This design comes from an exercise in tuning for a short achievable clock period and few clock cycles on the open sky130 flow, not from production work.
Only simulation tests tie the RTL to the original design; equivalence was not proved.
No activity file was given, so power comes from the tool's default toggle rates.

File: design/flow/config.mk
export PLATFORM = sky130hd
export DESIGN_NAME = MIPS_CPU
export DESIGN_NICKNAME = MIPS_CPU
export VERILOG_FILES = /design/flow/design.v
export SDC_FILE = /design/flow/constraint.sdc
export NUM_CORES = 8
export LEC_CHECK = 0
export ABC_CLOCK_PERIOD_IN_PS = 5000
export CAP_MARGIN = 20
export CORE_MARGIN = 2
export CORE_UTILIZATION = 40
export PLACE_DENSITY = 0.6
export SETUP_SLACK_MARGIN = 4.5
export SLEW_MARGIN = 20
export TNS_END_PERCENT = 100
File: design/flow/constraint.sdc
create_clock -name core_clock -period 10.0 [get_ports {clk}]
set_input_delay 2.0000 -clock core_clock [delete_from_list [all_inputs] [get_ports {clk}]]
set_output_delay 2.0000 -clock core_clock [all_outputs]
set_load 0.01 [all_outputs]
File: design/flow/design.v
`timescale 1ns / 1ps
module control(
    input  [31:0] ir,
    output [3:0]  alu_op,
    output        memtoreg, memwrite, sb, alu_src, regwrite, syscall, signext,
    output        beq, bne, bgtz, jr, j, jal, srlv,
    output [4:0]  wnum,
    output        use_rs, use_rt, is_mem, is_jump
    );
    wire [5:0] op = ir[31:26];
    wire [5:0] fn = ir[5:0];
    wire rt0 = (op == 6'd0);
    wire SLL  = rt0 & (fn == 6'd0);
    wire SRL  = rt0 & (fn == 6'd2);
    wire SRA  = rt0 & (fn == 6'd3);
    wire SRLV = rt0 & (fn == 6'd6);
    wire JR   = rt0 & (fn == 6'd8);
    wire SYSC = rt0 & (fn == 6'd12);
    wire ADD  = rt0 & (fn == 6'd32);
    wire ADDU = rt0 & (fn == 6'd33);
    wire SUB  = rt0 & (fn == 6'd34);
    wire SUBU = rt0 & (fn == 6'd35);
    wire AND  = rt0 & (fn == 6'd36);
    wire OR   = rt0 & (fn == 6'd37);
    wire NOR  = rt0 & (fn == 6'd39);
    wire SLT  = rt0 & (fn == 6'd42);
    wire SLTU = rt0 & (fn == 6'd43);
    wire RT   = rt0 & ~SYSC;
    wire J     = (op == 6'd2);
    wire JAL   = (op == 6'd3);
    wire BEQ   = (op == 6'd4);
    wire BNE   = (op == 6'd5);
    wire BGTZ  = (op == 6'd7);
    wire ADDI  = (op == 6'd8);
    wire ADDIU = (op == 6'd9);
    wire SLTI  = (op == 6'd10);
    wire ANDI  = (op == 6'd12);
    wire ORI   = (op == 6'd13);
    wire LW    = (op == 6'd35);
    wire SB    = (op == 6'd40);
    wire SW    = (op == 6'd43);
    assign memtoreg = LW;
    assign memwrite = SW | SB;
    assign sb       = SB;
    assign alu_src  = ADDI | ANDI | ADDIU | SLTI | ORI | LW | SW | SB;
    assign regwrite = RT | JAL | ADDI | ANDI | ADDIU | SLTI | ORI | LW;
    assign syscall  = SYSC;
    assign signext  = ~(ANDI | ORI);
    assign beq = BEQ; assign bne = BNE; assign bgtz = BGTZ;
    assign jr = JR; assign j = J; assign jal = JAL; assign srlv = SRLV;
    assign wnum = JAL ? 5'd31 : RT ? ir[15:11] : ir[20:16];
    assign use_rs = ~(SLL | SRL | SRA | J | JAL);
    assign use_rt = rt0 | BEQ | BNE | SW | SB;
    assign is_mem = LW | SW | SB;
    assign is_jump = J | JAL | JR;
    assign alu_op = (ADD | ADDU | ADDI | ADDIU | LW | SW | SB) ? 4'd5 :
                    SLL ? 4'd0 :
                    SRA ? 4'd1 :
                    (SRL | SRLV) ? 4'd2 :
                    (SUB | SUBU) ? 4'd6 :
                    (AND | ANDI) ? 4'd7 :
                    (OR | ORI) ? 4'd8 :
                    (SLT | SLTI) ? 4'd11 :
                    SLTU ? 4'd12 :
                    NOR ? 4'd10 : 4'd13;
endmodule
`timescale 1ns / 1ps
module ALU(
	input [31:0] x,
	input [31:0] y,
	input [3:0] aluop,
	input [4:0] shamt,
	output reg [31:0] res1
    );
always @(*)
	begin
	case(aluop)
	0: res1 = y << shamt;
	1: res1 = $signed(y) >>> shamt;
	2: res1 = y >> shamt;
	5: res1 = x + y;
	6: res1 = x - y;
	7: res1 = x & y;
	8: res1 = x | y;
	9: res1 = x ^ y;
	10: res1 = ~(x | y);
	11: res1 = ($signed(x) < $signed(y)) ? 32'd1 : 32'd0;
	12: res1 = (x < y) ? 32'd1 : 32'd0;
	default: res1 = 0;
	endcase  
end
endmodule
`timescale 1ns / 1ps
module RegFile(
	input [4:0] Ra0, Rb0, Ra1, Rb1,
	input [4:0] W0_num, W1_num,
	input [31:0] Din0, Din1,
	input WE0, WE1,
	input clk,
	output reg [31:0] Qa0, Qb0, Qa1, Qb1,
	output [31:0] V0_data,
	output [31:0] A0_data
    );
wire [31:0] q [0:31];
assign q[0] = 32'd0;
genvar k;
generate
	for (k = 1; k < 32; k = k + 1) begin : g_reg
		reg [31:0] r;
		always @(posedge clk)
			if (WE1 && W1_num == k) r <= Din1;
			else if (WE0 && W0_num == k) r <= Din0;
		assign q[k] = r;
	end
endgenerate
integer i;
always @(*) begin
	Qa0 = 32'd0; Qb0 = 32'd0; Qa1 = 32'd0; Qb1 = 32'd0;
	for (i = 1; i < 32; i = i + 1) begin
		Qa0 = Qa0 | ({32{Ra0 == i}} & q[i]);
		Qb0 = Qb0 | ({32{Rb0 == i}} & q[i]);
		Qa1 = Qa1 | ({32{Ra1 == i}} & q[i]);
		Qb1 = Qb1 | ({32{Rb1 == i}} & q[i]);
	end
end
assign V0_data = q[2];
assign A0_data = q[4];
endmodule
`timescale 1ns / 1ps
module LedData(show, R2, clk, clr, data);
    input show, clk, clr;
    input [31:0] R2;
    output reg [31:0]data;
    always @(posedge clr or posedge clk) begin
		if(clr == 1) begin
			data <= 0;
		end
		else if(show == 1) begin
			data <= R2;
		end
	end
endmodule
`timescale 1ns / 1ps
module Counter(running, clk, clr, count);
    input running,clk,clr;
    output reg [31:0] count;
    always @(posedge clk) begin
     if(clr) count <= 0;
      else  if(running) count <= count+1;
    end
endmodule
`timescale 1ns / 1ps
module RAM(wsel, lane, data_in, sb, memWrite, clk, clr, data_out, mem_probe, probe);
    input [31:0] wsel;
    input [1:0] lane;
    input [31:0] data_in;
    input sb, memWrite, clk, clr;
    output reg [31:0] data_out;
    output reg [31:0] mem_probe;
    input wire [4:0] probe;
    wire [31:0] words [0:31];
    integer i;
    always @(*) begin
        data_out = 32'd0;
        mem_probe = 32'd0;
        for (i = 0; i < 32; i = i + 1) begin
            data_out = data_out | ({32{wsel[i]}} & words[i]);
            mem_probe = mem_probe | ({32{probe == i}} & words[i]);
        end
    end
    genvar w, b;
    generate
        for (w = 0; w < 32; w = w + 1) begin : g_word
            for (b = 0; b < 4; b = b + 1) begin : g_byte
                reg [7:0] byte_q;
                always @(posedge clk or posedge clr) begin
                    if(clr) byte_q <= 8'h0;
                    else if(memWrite && wsel[w] && (!sb || lane == b))
                        byte_q <= sb ? data_in[7:0] : data_in[8*b+7:8*b];
                end
                assign words[w][8*b+7:8*b] = byte_q;
            end
        end
    endgenerate
endmodule
`timescale 1ns / 1ps
module MIPS_CPU(
	input rst, Go, clk,
	output [31:0] Leddata, Count_cycle, Count_branch, Count_jmp,
	input [4:0] probe,
	output [31:0] mem_probe,
	output [9:0] imem_addr,
	input [31:0] imem_data,
	output halted
    );
reg run;
reg [31:0] PC;
assign imem_addr = PC[11:2];
assign halted = ~run;
localparam NE = 16;
reg [NE-1:0] c_valid;
reg [25:0]   c_tag  [0:NE-1];
reg [31:0]   c_word [0:NE-1];
wire [3:0]   c_idx = PC[5:2];
wire         c_hit = c_valid[c_idx] && (c_tag[c_idx] == PC[31:6]);
wire [31:0]  IR1 = c_word[c_idx];
wire [31:0]  IR0 = imem_data;
wire [3:0] alu_op0, alu_op1;
wire memtoreg0, memwrite0, sb0, alu_src0, regwrite0, syscall0, signext0;
wire beq0, bne0, bgtz0, jr0, j0, jal0, srlv0;
wire [4:0] wnum0;
wire use_rs0, use_rt0, is_mem0, is_jump0;
control ctl0(IR0, alu_op0, memtoreg0, memwrite0, sb0, alu_src0, regwrite0, syscall0, signext0,
	beq0, bne0, bgtz0, jr0, j0, jal0, srlv0, wnum0, use_rs0, use_rt0, is_mem0, is_jump0);
wire memtoreg1, memwrite1, sb1, alu_src1, regwrite1, syscall1, signext1;
wire beq1, bne1, bgtz1, jr1, j1, jal1, srlv1;
wire [4:0] wnum1;
wire use_rs1, use_rt1, is_mem1, is_jump1;
control ctl1(IR1, alu_op1, memtoreg1, memwrite1, sb1, alu_src1, regwrite1, syscall1, signext1,
	beq1, bne1, bgtz1, jr1, j1, jal1, srlv1, wnum1, use_rs1, use_rt1, is_mem1, is_jump1);
wire [4:0] rs0 = IR0[25:21], rt0 = IR0[20:16];
wire [4:0] rs1 = IR1[25:21], rt1 = IR1[20:16];
wire [31:0] imm0 = {{16{signext0 & IR0[15]}}, IR0[15:0]};
wire [31:0] imm1 = {{16{signext1 & IR1[15]}}, IR1[15:0]};
reg        B0_regwrite, B1_regwrite, B_memwrite;
reg        B0_memtoreg, B1_memtoreg, B0_jal, B1_jal, B_sb;
reg [4:0]  B0_wnum, B1_wnum;
reg [3:0]  B0_aluop, B1_aluop;
reg [4:0]  B0_shamt, B1_shamt;
reg [31:0] B0_x, B0_y, B1_x, B1_y, B_sd, B0_pc4, B1_pc4;
reg [31:0] B_wsel;
reg [1:0]  B_lane;
wire [31:0] B0_din, B1_din;
wire B0_ok = B0_regwrite & (B0_wnum != 5'd0);
wire B1_ok = B1_regwrite & (B1_wnum != 5'd0);
wire [31:0] rf_a0, rf_b0, rf_a1, rf_b1, rf_v0, rf_a0r;
RegFile regFile1(rs0, rt0, rs1, rt1, B0_wnum, B1_wnum, B0_din, B1_din,
	B0_regwrite, B1_regwrite, clk, rf_a0, rf_b0, rf_a1, rf_b1, rf_v0, rf_a0r);
function [31:0] fwd;
	input [4:0] r;
	input [31:0] rf;
	input b1ok, b0ok;
	input [4:0] w1, w0;
	input [31:0] d1, d0;
	begin
		fwd = (b1ok && w1 == r) ? d1 : (b0ok && w0 == r) ? d0 : rf;
	end
endfunction
wire [31:0] A0 = fwd(rs0, rf_a0, B1_ok, B0_ok, B1_wnum, B0_wnum, B1_din, B0_din);
wire [31:0] Bv0 = fwd(rt0, rf_b0, B1_ok, B0_ok, B1_wnum, B0_wnum, B1_din, B0_din);
wire [31:0] A1 = fwd(rs1, rf_a1, B1_ok, B0_ok, B1_wnum, B0_wnum, B1_din, B0_din);
wire [31:0] Bv1 = fwd(rt1, rf_b1, B1_ok, B0_ok, B1_wnum, B0_wnum, B1_din, B0_din);
wire [31:0] V0 = fwd(5'd2, rf_v0, B1_ok, B0_ok, B1_wnum, B0_wnum, B1_din, B0_din);
wire [31:0] A0r = fwd(5'd4, rf_a0r, B1_ok, B0_ok, B1_wnum, B0_wnum, B1_din, B0_din);
wire show = syscall0 & (V0 == 32'd34);
wire halt = syscall0 & (V0 != 32'd34);
wire eq0 = (A0 == Bv0);
wire taken0 = (beq0 & eq0) | (bne0 & ~eq0) | (bgtz0 & ~A0[31] & (A0 != 32'd0));
wire eq1 = (A1 == Bv1);
wire taken1 = (beq1 & eq1) | (bne1 & ~eq1) | (bgtz1 & ~A1[31] & (A1 != 32'd0));
wire dep = regwrite0 & (wnum0 != 5'd0) &
	((use_rs1 & (rs1 == wnum0)) | (use_rt1 & (rt1 == wnum0)));
wire pair = c_hit & ~syscall0 & ~is_jump0 & ~syscall1 & ~(is_mem0 & is_mem1) & ~dep;
wire ex1 = pair & ~taken0;    
wire [31:0] PC4 = PC + 32'd4;
wire [31:0] PC8 = PC + 32'd8;
wire [31:0] bt0 = PC4 + {imm0[29:0], 2'b00};
wire [31:0] bt1 = PC8 + {imm1[29:0], 2'b00};
wire [31:0] jt0 = {PC[31:28], IR0[25:0], 2'b00};
wire [31:0] jt1 = {PC4[31:28], IR1[25:0], 2'b00};
wire [31:0] seq0 = jr0 ? A0 : (j0 | jal0) ? jt0 : PC4;
wire [31:0] seq1 = jr1 ? A1 : (j1 | jal1) ? jt1 : taken1 ? bt1 : PC8;
wire [31:0] nextPC = taken0 ? bt0 : pair ? seq1 : seq0;
reg        f_seq;
reg [31:0] f_addr;
wire [3:0] f_idx = f_addr[5:2];
integer ci;
always @(posedge clk or posedge rst) begin
	if (rst) begin
		c_valid <= {NE{1'b0}};
		f_seq <= 1'b0;
	end else if (run) begin
		if (halt) c_valid <= {NE{1'b0}};
		else if (f_seq) c_valid[f_idx] <= 1'b1;
		f_seq <= ~halt & ~taken0 & ~is_jump0 & (~pair | (~taken1 & ~is_jump1));
	end else begin
		f_seq <= 1'b0;
	end
end
always @(posedge clk) begin
	if (run) begin
		if (f_seq) begin
			c_tag[f_idx] <= f_addr[31:6];
			c_word[f_idx] <= IR0;
		end
		f_addr <= pair ? PC4 : PC;
	end
end
always @(posedge clk or posedge rst) begin
	if (rst) run <= 1'b1;
	else if (Go) run <= 1'b1;
	else if (run & halt) run <= 1'b0;
end
always @(posedge clk or posedge rst) begin
	if (rst) PC <= 32'd0;
	else if (run) PC <= nextPC;
end
wire [6:0] addr0 = A0[6:0] + imm0[6:0];
wire [6:0] addr1 = A1[6:0] + imm1[6:0];
wire [6:0] addr7 = is_mem0 ? addr0 : addr1;
wire [31:0] wsel;
genvar gi;
generate
	for (gi = 0; gi < 32; gi = gi + 1) begin : g_wsel
		assign wsel[gi] = (addr7[6:2] == gi);
	end
endgenerate
always @(posedge clk or posedge rst) begin
	if (rst) begin
		B0_regwrite <= 1'b0; B1_regwrite <= 1'b0; B_memwrite <= 1'b0;
	end else if (run) begin
		B0_regwrite <= regwrite0;
		B1_regwrite <= ex1 & regwrite1;
		B_memwrite <= memwrite0 | (ex1 & memwrite1);
	end else begin
		B0_regwrite <= 1'b0; B1_regwrite <= 1'b0; B_memwrite <= 1'b0;
	end
end
always @(posedge clk) begin
	if (run) begin
		B0_memtoreg <= memtoreg0; B0_jal <= jal0;
		B0_wnum <= wnum0; B0_aluop <= alu_op0;
		B0_shamt <= srlv0 ? A0[4:0] : IR0[10:6];
		B0_x <= A0;
		B0_y <= alu_src0 ? imm0 : Bv0;
		B0_pc4 <= PC4;
		B1_memtoreg <= memtoreg1; B1_jal <= jal1;
		B1_wnum <= wnum1; B1_aluop <= alu_op1;
		B1_shamt <= srlv1 ? A1[4:0] : IR1[10:6];
		B1_x <= A1;
		B1_y <= alu_src1 ? imm1 : Bv1;
		B1_pc4 <= PC8;
		B_sb <= is_mem0 ? sb0 : sb1;
		B_sd <= is_mem0 ? Bv0 : Bv1;
		B_wsel <= wsel;
		B_lane <= addr7[1:0];
	end
end
LedData led(run & show, A0r, clk, rst, Leddata);
wire [31:0] alu0, alu1;
ALU alu_0(B0_x, B0_y, B0_aluop, B0_shamt, alu0);
ALU alu_1(B1_x, B1_y, B1_aluop, B1_shamt, alu1);
wire [31:0] mem_out;
RAM RAM1(B_wsel, B_lane, B_sd, B_sb, B_memwrite, clk, rst, mem_out, mem_probe, probe);
assign B0_din = B0_jal ? B0_pc4 : B0_memtoreg ? mem_out : alu0;
assign B1_din = B1_jal ? B1_pc4 : B1_memtoreg ? mem_out : alu1;
reg br_pend, jmp_pend;
always @(posedge clk or posedge rst) begin
	if (rst) begin br_pend <= 1'b0; jmp_pend <= 1'b0; end
	else begin
		br_pend <= run & (taken0 | (ex1 & taken1));
		jmp_pend <= run & (is_jump0 | (ex1 & is_jump1));
	end
end
Counter count1(run, clk, rst, Count_cycle);
Counter count2(br_pend, clk, rst, Count_branch);
Counter count3(jmp_pend, clk, rst, Count_jmp);
endmodule
File: design/flow/run.sh
#!/bin/bash
# synth_recipe.tcl (not shown) runs the flow's synth.tcl, then flattens the netlist and writes it again
# the make line also repeats each setting of config.mk as NAME=value (left out here)
make -C /OpenROAD-flow-scripts/flow DESIGN_CONFIG=/design/flow/config.mk WORK_HOME=/design/flow/orfs CLKGATE_MAP_FILE= SYNTH_SCRIPT=/design/flow/synth_recipe.tcl finish
==> flow_summary.ini, run 1 <==
[placement]
port_buffers = 210
placed_area_mm2 = 0.2316
dpl.hpwl_mm = 1399
globalplace.congestion = 1.258

[synth]
netlist.area_leader.share_pct = 32.14
synth_fp_nets = 21270
ys_async_sr_fraction_pct = 32.24
synth.largest_area_cell = edfxtp_1
mappedNetlistArea_mm2 = 0.2092
synth_warnings = 6
synthDistinctLibCells = 127
synth_flop_cell = edfxtp_1
synth_enable_flop_cells = 2239
sequential_area_share_after_synthesis_pct = 46.35
postSynthAreaPerCell_um2 = 9.986
syn_inst = 20950
ys_seq_elements = 3446
main_area_contributors_after_synthesis = edfxtp_1 (32%), dfrtp_1 (13%), a22oi_1 (6.5%), mux4_2 (4.2%), nand2_1 (3.6%)

[clock_tree]
cts-buffers-inserted = 376
ctsHoldBuffers = 0
cts.path.max_buffers = 4
cts.sinks = 3446
htreeDepth = 5
root_buffer = clkbuf_16

[global_routing]
grtUsageTotal_pct = 81.99
grt_pass1_wl_mm = 2904
number_of_global_route_vias_before_repair = 263100
grt_start_max_net_pins = 182
grt_remaining_overflow = 2348

[floorplanning]
initial_util_pct = 40.16
count_of_pins_on_the_block_boundary = 211
number_of_standard_cell_rows_in_the_floorplan = 265
die_h_um = 727.2
die-width_um = 727.2

[status]
last-stage-reached = 5_1_grt
run_status = stopped before the end
error_message = [ERROR GRT-0116] Global routing finished with congestion. Check the congestion regions in the DRC Viewer.
cells in the mapped netlist, types with 47 or more instances:
library cell     n
ha_1           271
buf_2          161
o32ai_1         60
xor2_1         182
nor2b_1        119
clkbuf_1      1549
xnor2_1        194
buf_1          183
mux2i_1        600
and3_1         194
nor4_1         148
nor2_1        1692
or4_1           72
nand2b_1       117
o2111ai_1       54
o211ai_1       115
mux2_2         421
nand2_1       2023
nand3_1        617
or3_1          100
o22ai_1        167
inv_1          283
a21oi_1       1220
a221oi_1       311
o21bai_1        47
nand4_1        451
and2_1          83
a22o_1         367
o221ai_1        64
o21ai_0       1474
edfxtp_1      2239
a21o_1          90
dfrtp_1       1110
a222oi_1       103
mux4_2         386
a22oi_1       1816
a2111oi_0       87
a32oi_1         79
nor3_1         313
or2_2           58
a31oi_1        109
dfxtp_1         96
a211oi_1       147
o31ai_1         57
power groups by stage:
stage	logic, mW	registers [mW]	clock network [mW]
floorplan	22.6	18.6	0
global placement	56.8	19.7	0
detailed placement	56.9	19.9	0
CTS	66.3	19.4	15.0
how the worst max path moves through the flow:
| stage | start | end | slack [ns] | cells past startpoint |
|---|---|---|---|---|
| global placement | imem_data[20] | PC[7] | -0.72 | 25 |
| detailed placement | imem_data[21] | PC[18] | 0.14 | 25 |
| floorplan | rst | B0_regwrite | -7.81 | 4 |
| CTS | PC[2] | PC[17] | 3.12 | 27 |
through the flow:
step | power [mW] | TNS (ns) | setup WS, ns | instances | util, %
after CTS | 100.8 | 0 | 3.124 | 29800 | 50.81
after floorplan | 41.14 | -8670.11 | -7.808 | 20950 | -
after global placement | 76.48 | -17.86 | -0.7240 | 28040 | 44.38
after detailed placement | 76.77 | 0 | 0.1429 | 28060 | 44.47
timing repair:
action | CTS
endpoints found under the setup margin | 598
gates resized for setup | 2155
setup buffers | 981
cloned | 60
pin swaps | 537
layer usage:
| layer | GRT overflow | track usage [%] |
|---|---|---|
| met1 | 235 | 84.39 |
| met4 | 757 | 76.44 |
| met3 | 246 | 72.02 |
| met5 | 17 | 51.21 |
| met2 | 1093 | 92.48 |
kinds of logic after synthesis:
logic type | synth area share, %
AOI/OAI and AO/OA | 22.89
muxes | 9.317
DFF | 46.35
xor gates and xnor gates | 1.574
and+or+nand+nor | 13.92
buffers and inverters | 4.234
adders and majority gates | 1.716
Testbench counts, summed over its fixed seeds: cycles 65,765.
==> run 2: changes to the inputs <==
--- a/design/flow/design.v
+++ b/design/flow/design.v
@@ -91,6 +91,63 @@
 end
 endmodule
 `timescale 1ns / 1ps
+module BrUnit(
+	input [31:0] ra, rb, d0, d1,
+	input [2:0] sa, sb,
+	input beq, bne, bgtz,
+	output taken
+    );
+wire eq_rr = (ra == rb);
+wire eq_r0 = (ra == d0);
+wire eq_r1 = (ra == d1);
+wire eq_0r = (d0 == rb);
+wire eq_1r = (d1 == rb);
+wire eq_01 = (d0 == d1);
+wire equal = (sa[0] & sb[0] & eq_rr) | (sa[0] & sb[1] & eq_r0) | (sa[0] & sb[2] & eq_r1) |
+             (sa[1] & sb[0] & eq_0r) | (sa[2] & sb[0] & eq_1r) |
+             (sa[1] & sb[1]) | (sa[2] & sb[2]) | (((sa[1] & sb[2]) | (sa[2] & sb[1])) & eq_01);
+wire gtz = (sa[0] & ~ra[31] & (ra != 32'd0)) | (sa[1] & ~d0[31] & (d0 != 32'd0)) |
+           (sa[2] & ~d1[31] & (d1 != 32'd0));
+assign taken = (beq & equal) | (bne & ~equal) | (bgtz & gtz);
+endmodule
+`timescale 1ns / 1ps
+module SuccCache(
+	input clk, rst, clear,
+	input we,
+	input [31:0] wkey,
+	input [31:0] wword,
+	input [31:0] k0, k1, k2, k3, k4, k5,
+	output h0, h1, h2, h3, h4, h5,
+	output [31:0] w0, w1, w2, w3, w4, w5
+    );
+reg [15:0] valid;
+reg [25:0] tag  [0:15];
+reg [31:0] word [0:15];
+always @(posedge clk or posedge rst) begin
+	if (rst) valid <= 16'd0;
+	else if (clear) valid <= 16'd0;
+	else if (we) valid[wkey[5:2]] <= 1'b1;
+end
+always @(posedge clk) begin
+	if (we) begin
+		tag[wkey[5:2]] <= wkey[31:6];
+		word[wkey[5:2]] <= wword;
+	end
+end
+assign h0 = valid[k0[5:2]] & (tag[k0[5:2]] == k0[31:6]);
+assign h1 = valid[k1[5:2]] & (tag[k1[5:2]] == k1[31:6]);
+assign h2 = valid[k2[5:2]] & (tag[k2[5:2]] == k2[31:6]);
+assign h3 = valid[k3[5:2]] & (tag[k3[5:2]] == k3[31:6]);
+assign h4 = valid[k4[5:2]] & (tag[k4[5:2]] == k4[31:6]);
+assign h5 = valid[k5[5:2]] & (tag[k5[5:2]] == k5[31:6]);
+assign w0 = word[k0[5:2]];
+assign w1 = word[k1[5:2]];
+assign w2 = word[k2[5:2]];
+assign w3 = word[k3[5:2]];
+assign w4 = word[k4[5:2]];
+assign w5 = word[k5[5:2]];
+endmodule
+`timescale 1ns / 1ps
 module RegFile(
 	input [4:0] Ra0, Rb0, Ra1, Rb1,
 	input [4:0] W0_num, W1_num,
@@ -197,14 +254,10 @@
 reg [31:0] PC;
 assign imem_addr = PC[11:2];
 assign halted = ~run;
-localparam NE = 16;
-reg [NE-1:0] c_valid;
-reg [25:0]   c_tag  [0:NE-1];
-reg [31:0]   c_word [0:NE-1];
-wire [3:0]   c_idx = PC[5:2];
-wire         c_hit = c_valid[c_idx] && (c_tag[c_idx] == PC[31:6]);
-wire [31:0]  IR1 = c_word[c_idx];
-wire [31:0]  IR0 = imem_data;
+reg        I1_valid;
+reg [31:0] I1_word;
+wire [31:0] IR0 = imem_data;
+wire [31:0] IR1 = I1_word;
 wire [3:0] alu_op0, alu_op1;
 wire memtoreg0, memwrite0, sb0, alu_src0, regwrite0, syscall0, signext0;
 wire beq0, bne0, bgtz0, jr0, j0, jal0, srlv0;
@@ -236,31 +289,44 @@
 wire [31:0] rf_a0, rf_b0, rf_a1, rf_b1, rf_v0, rf_a0r;
 RegFile regFile1(rs0, rt0, rs1, rt1, B0_wnum, B1_wnum, B0_din, B1_din,
 	B0_regwrite, B1_regwrite, clk, rf_a0, rf_b0, rf_a1, rf_b1, rf_v0, rf_a0r);
-function [31:0] fwd;
+function [2:0] srcsel;
 	input [4:0] r;
-	input [31:0] rf;
 	input b1ok, b0ok;
 	input [4:0] w1, w0;
-	input [31:0] d1, d0;
+	reg m1, m0;
 	begin
-		fwd = (b1ok && w1 == r) ? d1 : (b0ok && w0 == r) ? d0 : rf;
+		m1 = b1ok & (w1 == r);
+		m0 = b0ok & (w0 == r);
+		srcsel = {m1, ~m1 & m0, ~m1 & ~m0};
 	end
 endfunction
-wire [31:0] A0 = fwd(rs0, rf_a0, B1_ok, B0_ok, B1_wnum, B0_wnum, B1_din, B0_din);
-wire [31:0] Bv0 = fwd(rt0, rf_b0, B1_ok, B0_ok, B1_wnum, B0_wnum, B1_din, B0_din);
-wire [31:0] A1 = fwd(rs1, rf_a1, B1_ok, B0_ok, B1_wnum, B0_wnum, B1_din, B0_din);
-wire [31:0] Bv1 = fwd(rt1, rf_b1, B1_ok, B0_ok, B1_wnum, B0_wnum, B1_din, B0_din);
-wire [31:0] V0 = fwd(5'd2, rf_v0, B1_ok, B0_ok, B1_wnum, B0_wnum, B1_din, B0_din);
-wire [31:0] A0r = fwd(5'd4, rf_a0r, B1_ok, B0_ok, B1_wnum, B0_wnum, B1_din, B0_din);
+function [31:0] pick;
+	input [2:0] s;
+	input [31:0] rf, d0, d1;
+	begin
+		pick = ({32{s[0]}} & rf) | ({32{s[1]}} & d0) | ({32{s[2]}} & d1);
+	end
+endfunction
+wire [2:0] sa0 = srcsel(rs0, B1_ok, B0_ok, B1_wnum, B0_wnum);
+wire [2:0] tb0 = srcsel(rt0, B1_ok, B0_ok, B1_wnum, B0_wnum);
+wire [2:0] sa1 = srcsel(rs1, B1_ok, B0_ok, B1_wnum, B0_wnum);
+wire [2:0] tb1 = srcsel(rt1, B1_ok, B0_ok, B1_wnum, B0_wnum);
+wire [2:0] sv0 = srcsel(5'd2, B1_ok, B0_ok, B1_wnum, B0_wnum);
+wire [2:0] sa0r = srcsel(5'd4, B1_ok, B0_ok, B1_wnum, B0_wnum);
+wire [31:0] A0  = pick(sa0, rf_a0, B0_din, B1_din);
+wire [31:0] Bv0 = pick(tb0, rf_b0, B0_din, B1_din);
+wire [31:0] A1  = pick(sa1, rf_a1, B0_din, B1_din);
+wire [31:0] Bv1 = pick(tb1, rf_b1, B0_din, B1_din);
+wire [31:0] V0  = pick(sv0, rf_v0, B0_din, B1_din);
+wire [31:0] A0r = pick(sa0r, rf_a0r, B0_din, B1_din);
 wire show = syscall0 & (V0 == 32'd34);
 wire halt = syscall0 & (V0 != 32'd34);
-wire eq0 = (A0 == Bv0);
-wire taken0 = (beq0 & eq0) | (bne0 & ~eq0) | (bgtz0 & ~A0[31] & (A0 != 32'd0));
-wire eq1 = (A1 == Bv1);
-wire taken1 = (beq1 & eq1) | (bne1 & ~eq1) | (bgtz1 & ~A1[31] & (A1 != 32'd0));
+wire taken0, taken1;
+BrUnit bru0(rf_a0, rf_b0, B0_din, B1_din, sa0, tb0, beq0, bne0, bgtz0, taken0);
+BrUnit bru1(rf_a1, rf_b1, B0_din, B1_din, sa1, tb1, beq1, bne1, bgtz1, taken1);
 wire dep = regwrite0 & (wnum0 != 5'd0) &
 	((use_rs1 & (rs1 == wnum0)) | (use_rt1 & (rt1 == wnum0)));
-wire pair = c_hit & ~syscall0 & ~is_jump0 & ~syscall1 & ~(is_mem0 & is_mem1) & ~dep;
+wire pair = I1_valid & ~syscall0 & ~is_jump0 & ~syscall1 & ~(is_mem0 & is_mem1) & ~dep;
 wire ex1 = pair & ~taken0;    
 wire [31:0] PC4 = PC + 32'd4;
 wire [31:0] PC8 = PC + 32'd8;
@@ -273,27 +339,34 @@
 wire [31:0] nextPC = taken0 ? bt0 : pair ? seq1 : seq0;
 reg        f_seq;
 reg [31:0] f_addr;
-wire [3:0] f_idx = f_addr[5:2];
-integer ci;
+wire hp4, hp8, hbt0, hjt0, hbt1, hjt1;
+wire [31:0] wp4, wp8, wbt0, wjt0, wbt1, wjt1;
+SuccCache cache(clk, rst, run & halt, run & f_seq, f_addr, IR0,
+	PC4, PC8, bt0, jt0, bt1, jt1,
+	hp4, hp8, hbt0, hjt0, hbt1, hjt1,
+	wp4, wp8, wbt0, wjt0, wbt1, wjt1);
+wire        n1_v0 = ~jr0 & ((j0 | jal0) ? hjt0 : hp4);
+wire [31:0] n1_w0 = (j0 | jal0) ? wjt0 : wp4;
+wire        n1_v1 = ~jr1 & ((j1 | jal1) ? hjt1 : taken1 ? hbt1 : hp8);
+wire [31:0] n1_w1 = (j1 | jal1) ? wjt1 : taken1 ? wbt1 : wp8;
+wire        n1_v = taken0 ? hbt0 : pair ? n1_v1 : n1_v0;
+wire [31:0] n1_w = taken0 ? wbt0 : pair ? n1_w1 : n1_w0;
 always @(posedge clk or posedge rst) begin
 	if (rst) begin
-		c_valid <= {NE{1'b0}};
 		f_seq <= 1'b0;
+		I1_valid <= 1'b0;
 	end else if (run) begin
-		if (halt) c_valid <= {NE{1'b0}};
-		else if (f_seq) c_valid[f_idx] <= 1'b1;
 		f_seq <= ~halt & ~taken0 & ~is_jump0 & (~pair | (~taken1 & ~is_jump1));
+		I1_valid <= ~halt & n1_v;
 	end else begin
 		f_seq <= 1'b0;
+		I1_valid <= 1'b0;
 	end
 end
 always @(posedge clk) begin
 	if (run) begin
-		if (f_seq) begin
-			c_tag[f_idx] <= f_addr[31:6];
-			c_word[f_idx] <= IR0;
-		end
 		f_addr <= pair ? PC4 : PC;
+		I1_word <= n1_w;
 	end
 end
 always @(posedge clk or posedge rst) begin
==> design/flow/config.mk (replaced) <==
export PLATFORM = sky130hd
export DESIGN_NAME = MIPS_CPU
export DESIGN_NICKNAME = MIPS_CPU
export VERILOG_FILES = /design/flow/design.v
export SDC_FILE = /design/flow/constraint.sdc
export NUM_CORES = 8
export LEC_CHECK = 0
export CAP_MARGIN = 20
export CORE_MARGIN = 2
export CORE_UTILIZATION = 30
export PLACE_DENSITY = 0.5
export SETUP_SLACK_MARGIN = 4.5
export SLEW_MARGIN = 20
export SYNTH_HIERARCHICAL = 1
export SYNTH_MINIMUM_KEEP_SIZE = 0
export TNS_END_PERCENT = 100
==> flow_summary.ini, run 2 <==
[worst_setup_path]
ff2ff_setup_slack_ns = 2.50
crit_chain = buf_4 > nor2_4 > buf_4 > and2_4 > buf_4 > a22oi_1 > nand3_1 > or4_1 > xor2_1 > nor4_1 > nand4_1 > nor4_2 > a41oi_1 > and4_4 > mux2i_4 > buf_6 > buf_12 > buf_16 > buf_16 > mux2i_1 > o21ai_0 > a21oi_1 > o21ai_1
worst_setup_path_endpoint = I1_word[26]
worst-setup-path-type = reg2reg
timing.reg2reg.worst_path_depth = 23
crit_path_max_fanout = 28
worst_setup_path_start_kind = register
timing.critical_path.to_type = register
worstReg2RegStart = I1_word[17]
crit_path_frequent_cell = buf_4
critPathSlowestCell = and2_4
r2r_end = I1_word[26]
cp.arrival_ns = 8.32
wp_data_required_ns = 10.81
cp-startpoint = I1_word[17]
slowest_delay_ns = 0.77

[routing]
post-route-drc-count = 0
via_count = 256500
detail_route.wirelength_mm = 1780
antenna_left = 0
drt-vias-per-instance = 7.281
wl_per_cell_um = 50.51
drt_iter0_markers = 50380
dr.pass1.iters = 17

[sta]
grt_setup_unrepaired = yes
setup_tns_ns = 0
setup_slack_of_the_critical_path_after_layout_ns = 2.498
period_minus_slack_ns = 7.502
timing.fmax_ghz = 0.1333
timing.max_slew.rel_slack_pct = 8.170
slew_viol_final = 0
worst_clock_skew_ns = 0.1399
final_min_period_over_clock_period_pct = 75.02
finalHoldViolCount = 0
max_slew.worst_pin.slew_ns = 1.367
setup_violations = 0

[cells_and_area]
final_core_utilization_pct = 36.04
largest_register = RAM1.g_word.g_byte.byte_q
footprint_of_the_multi_input_gates_mm2 = 0.1509
mostFrequentLayoutCell = edfxtp_1
highest_count_cells_in_the_layout_ignoring_fill_and_taps = edfxtp_1 (2271), a22oi_1 (1632), mux4_2 (1602), buf_4 (1491), mux2_2 (1366)
nets = 23820
regArea_mm2 = 0.09796
largest_register_ffs = 1024
filler_cell_count = 82280
drive_gt1_share_pct = 29.71
area_growth_syn_to_layout_pct = 19.83

[clock_tree]
cts.clk_slew.worst_paths_ns = 0.06
ctsHoldBuffers = 0
root_buffer = clkbuf_16
tritoncts = yes
htreeDepth = 5
cts-buffers-inserted = 429
cts.path.max_buffers = 4
clock_latency_on_the_worst_skew_pair_ns = 1.19
cts.sinks = 3479

[floorplanning]
count_of_pins_on_the_block_boundary = 211
initial_util_pct = 30.08
die_h_um = 919.8
fp.dieArea_mm2 = 0.8461
floorplan.core_area_mm2 = 0.8366
die-width_um = 919.8
number_of_standard_cell_rows_in_the_floorplan = 336

[pwr]
p_leak_nw = 110.4
vdd_drop_max_v = 0.0006496
seq_power_share_pct = 18.9
powerDensity_mw_per_mm2 = 364.0
power.share.clock_pct = 15.3
p_sw_share_pct = 52.75
combinationalPowerShare_pct = 65.8
power.internal_mw = 51.86
total_switching_power_mw = 57.89

[synth]
mappedNetlistArea_mm2 = 0.2516
postSynthAreaPerCell_um2 = 10.89
syn_inst = 23110
synth_warnings = 13
synth_fp_nets = 23460

[placement]
globalplace.congestion = 1.116
placement.setup.worst_slack_ns = 0.5839
port_buffers = 210
dpl.hpwl_mm = 1180

[hold_path]
worstHoldPathType = reg2reg
timing.hold.worst.start = PC[0]

[global_routing]
grtUsageTotal_pct = 39.90
grt_pass1_wl_mm = 2288
grt_start_max_net_pins = 168
number_of_global_route_vias_before_repair = 231100
grt_remaining_overflow = 0
initial_antenna_violation_count = 243

[status]
run_status = finished clean

[run]
drv.max_cap_violation_count = 0
## run 2: cell type report
class / count / area share [%]
Tap cell: 11150 / 4.628
Sequential cell: 3479 / 32.49
Clock buffer: 554 / 3.895
Inverter: 369 / 0.4797
Clock inverter: 247 / 0.9656
Multi-Input combinational cell: 17010 / 50.05
Antenna cell: 243 / 0.2017
Timing Repair inverter: 1 / 0.002490
Timing Repair Buffer: 2178 / 7.290
## run 2: through the flow
step	power, mW	cells	hold slack [ns]	instance area (um2)
global route	109.7	35020	0.4683	301000
floorplan	54.84	23110	0.4194	251600
global placement	83.78	33480	0.4463	271800
finish	109.8	35230	0.4646	301500
detailed placement	83.84	33490	0.4491	272100
CTS	103.9	34800	0.4637	296400
## run 2: layer usage
metal / vias up / track usage, % / part of all wire [%]
li1: 92750 / - / -
met1: 129200 / 47.76 / 35
met2: 26320 / 54.47 / 39
met3: 8137 / 18.77 / 15
met4: 126 / 31.54 / 10
met5: - / 1.616 / 0.15
## run 2: power groups by stage
| stage | Clock (mW) | Sequential (mW) | Combinational [mW] |
|---|---|---|---|
| after global placement | 0 | 20.8 | 62.9 |
| after detailed placement | 0 | 20.9 | 62.9 |
| after floorplan | 0 | 19.7 | 35.2 |
| after CTS | 16.9 | 20.5 | 66.5 |
| final | 16.8 | 20.7 | 72.2 |
| after global routing | 17.4 | 20.8 | 71.4 |
## run 2: what timing repair did
item                                     CTS  global route
resized for setup                       1255           556
pin swaps                                321           287
setup buffers                            480           163
endpoints found under the setup margin   781           254
gates cloned                              31            20
## run 2: how the worst min path moves through the flow
stage                            to  slack [ns]  cells after the start
after floorplan           B0_pc4[1]        0.42                      0
after CTS                 B0_pc4[0]        0.46                      0
final                     B0_pc4[0]        0.46                      0
after global routing      B0_pc4[0]        0.47                      0
after global placement    B0_pc4[0]        0.45                      0
after detailed placement  B0_pc4[0]        0.45                      0
## run 2: critical path: cells and delay by family, from the launching register on
family	cells	cell delay (ns)
XOR/XNOR	1	0.15
AO/OA/AOI/OAI	5	0.66
AND/OR/NAND/NOR	8	3.45
flip-flops	1	0.38
multiplexers	2	0.39
buffers and inverters	7	2.05
Testbench counts of run 2, summed over its fixed seeds: cycles 65,854.

[static timing again, ports no longer ideal]
Ports are ideal in the flow. The routed layout listed here was re-timed in OpenROAD. Step 1, drivers: a clkbuf_16 drives clk and a buf_2 each remaining input, both assumed. Step 2 adds t to the input delays and takes it off the output delays; t is the mean of the earliest and latest rising clock arrival at the registers after step 1. Input paths then give back, and output paths get back, about the clock's delay inside the block. Three values: ideal, step 1, step 2; two values: the first two.
run: run 2
t, ns: 1.274
setup WS [ns]: 2.498 / 2.498 / 1.342
hold slack, ns: 0.465 / 0.465 / 0.465
worst setup path after step 2: input to register
clock arrival spread, ns: 0.146 / 0.145
After both steps setup and hold are still met in run 2. The setup slack of run 2 moves by 0.000 ns with the drivers and by -1.156 ns with both steps.
